What follows belongs to an exercise in optimizing a design on an open flow for small area, a short achievable clock period and few clock cycles per item; a production flow would make more cautious choices.
Function was checked by simulation only, so behaviour that the tests miss may differ from the original.
No activity file was given, so power comes from the tool's default toggle rates. The flow treats the clock pin as an ideal source, which a real chip does not have.

## fft_computer
module fft_computer(
input        i_clk,
input        i_rst_n,
input        i_data_valid,
input [31:0] i_data,
output       o_data_ready,
output       o_data_valid,
output [31:0]o_data,
input        i_data_ready
);
clock: 10.0 ns
lec_check: 0
cap_margin: 20
core_margin: 2
core_utilization: 62
cts_buf_list: sky130_fd_sc_hd__clkbuf_16
cts_cluster_diameter: 70
cts_cluster_size: 34
slew_margin: 20
synth_memory_max_bits: 65536
standard.sh (not shown) runs the stock make flow with config.mk's settings and CLKGATE_MAP_FILE= SYNTH_SCRIPT=/design/flow/synth_recipe.tcl, a recipe that flattens the netlist after the stock synthesis.
==> flow/flow/run.sh <==
#!/bin/bash
# The standard layout (standard.sh) at the same clock period, with:
# - timing repair aimed at a setup slack of SETUP_SLACK_MARGIN ns instead of 0,
# - port buffers started as buf_2 (repair may resize them),
# - clock tree synthesis without dummy load cells.
set -euo pipefail
CTS="-sink_clustering_enable -repair_clock_nets -sink_clustering_size 34 -sink_clustering_max_diameter 70 -buf_list sky130_fd_sc_hd__clkbuf_16 -dont_use_dummy_load"
bash standard.sh SETUP_SLACK_MARGIN=7.0 "BUFFER_PORTS_ARGS=-buffer_cell sky130_fd_sc_hd__buf_2" "CTS_ARGS=$CTS" finish > make.log 2>&1
The first run completed without violations.
Testbench counts at the start, summed over its fixed seeds: cycles 8,704, items 4,096.
Change:
--- a/flow/flow/run.sh
+++ b/flow/flow/run.sh
@@ -8 +8 @@
-bash standard.sh SETUP_SLACK_MARGIN=7.0 "BUFFER_PORTS_ARGS=-buffer_cell sky130_fd_sc_hd__buf_2" "CTS_ARGS=$CTS" finish > make.log 2>&1
+bash standard.sh SETUP_SLACK_MARGIN=7.1 "BUFFER_PORTS_ARGS=-buffer_cell sky130_fd_sc_hd__buf_2" "CTS_ARGS=$CTS" finish > make.log 2>&1
--- a/flow/config.mk
+++ b/flow/config.mk
@@ -10 +10 @@
-export CORE_UTILIZATION = 62
+export CORE_UTILIZATION = 60
Outcome: The new run produced a clean layout; sequential cell count stays the same; worst setup slack is worse by 0.025 ns; via count rises by 1.1%; routed wire length barely changes; hold slack is worse by 0.0062 ns; power is about the same; sequential share of layout area falls by 1.1 points.
Change:
==> flow/flow/run.sh (replaced) <==
#!/bin/bash
# The standard layout (standard.sh) at the same clock period, with:
# - timing repair aimed at a setup slack of SETUP_SLACK_MARGIN ns instead of 0,
# - port buffers started as buf_2 (repair may resize them),
# - clock tree synthesis without dummy load cells.
set -euo pipefail
CTS="-sink_clustering_enable -repair_clock_nets -sink_clustering_size 40 -sink_clustering_max_diameter 50 -buf_list sky130_fd_sc_hd__clkbuf_16 -dont_use_dummy_load"
bash standard.sh SETUP_SLACK_MARGIN=7.0 "BUFFER_PORTS_ARGS=-buffer_cell sky130_fd_sc_hd__buf_2" "CTS_ARGS=$CTS" finish > make.log 2>&1
--- a/flow/config.mk
+++ b/flow/config.mk
@@ -10 +10 @@
-export CORE_UTILIZATION = 60
+export CORE_UTILIZATION = 62
@@ -12,2 +12,2 @@
-export CTS_CLUSTER_DIAMETER = 70
-export CTS_CLUSTER_SIZE = 34
+export CTS_CLUSTER_DIAMETER = 50
+export CTS_CLUSTER_SIZE = 40
What happened:
- setup slack gets better by 0.0082 ns
- routed wire length rose by 3.2%
- final cell count barely changes
- sequential share of layout area went down by 0.17 points
- die area drops by 3.2%
- power is higher by 5.0%
- design area is about the same
- clock-buffer cell count rose by 37
- utilization went up by 2.0 points
- clock skew goes up by 0.050 ns
- non-clock buffer count fell by 35
Change:
--- a/flow/flow/run.sh
+++ b/flow/flow/run.sh
@@ -7 +7 @@
-CTS="-sink_clustering_enable -repair_clock_nets -sink_clustering_size 40 -sink_clustering_max_diameter 50 -buf_list sky130_fd_sc_hd__clkbuf_16 -dont_use_dummy_load"
+CTS="-sink_clustering_enable -repair_clock_nets -sink_clustering_size 34 -sink_clustering_max_diameter 70 -buf_list sky130_fd_sc_hd__clkbuf_16 -dont_use_dummy_load -balance_levels"
--- a/flow/config.mk
+++ b/flow/config.mk
@@ -12,2 +12,2 @@
-export CTS_CLUSTER_DIAMETER = 50
-export CTS_CLUSTER_SIZE = 40
+export CTS_CLUSTER_DIAMETER = 70
+export CTS_CLUSTER_SIZE = 34
What happened: Combinational power decreases by about 0.6%. Register-to-register slack gains 0.05 ns. Design area decreases by about 1.7%. Total power decreases by about 5%. Critical path depth stays the same. Fmax increases by 0.51%. Count of clock-buffer cells in the layout decreases by 39. Synthesized cell count does not change.

-- what the ideal ports hide --
No port has a modelled driver above. Below, the same layouts with a new extraction and two added sets of constraints.
Step 1, drivers: a clkbuf_16 drives i_clk and a buf_2 each remaining input, both assumed.
Step 2 moves the port delays by t, midway between the first and last clock arrival at a register: inputs arrive t later, outputs are due t later. That takes back most of the time a late clock gives input paths.
a / b / c = ideal / step 1 / step 2; a / b = the first two.
| run | shift t [ns] | setup WS [ns] | latest minus earliest clock arrival (ns) | worst slew at a driven data input, ns |
|---|---|---|---|---|
| the first run | 0.697 | 6.713 / 6.646 / 6.464 | 0.126 / 0.126 | 0.22 |
| the second run | 0.699 | 6.689 / 6.646 / 6.440 | 0.102 / 0.102 | 0.05 |
| the third run | 0.751 | 6.697 / 6.629 / 6.428 | 0.154 / 0.154 | 0.22 |
| the fourth run | 0.697 | 6.713 / 6.646 / 6.464 | 0.126 / 0.126 | 0.22 |
After both steps setup and hold are still met in every run listed. The setup slack of the third run, which loses most, moves by -0.068 ns with the drivers and by -0.269 ns with both steps.
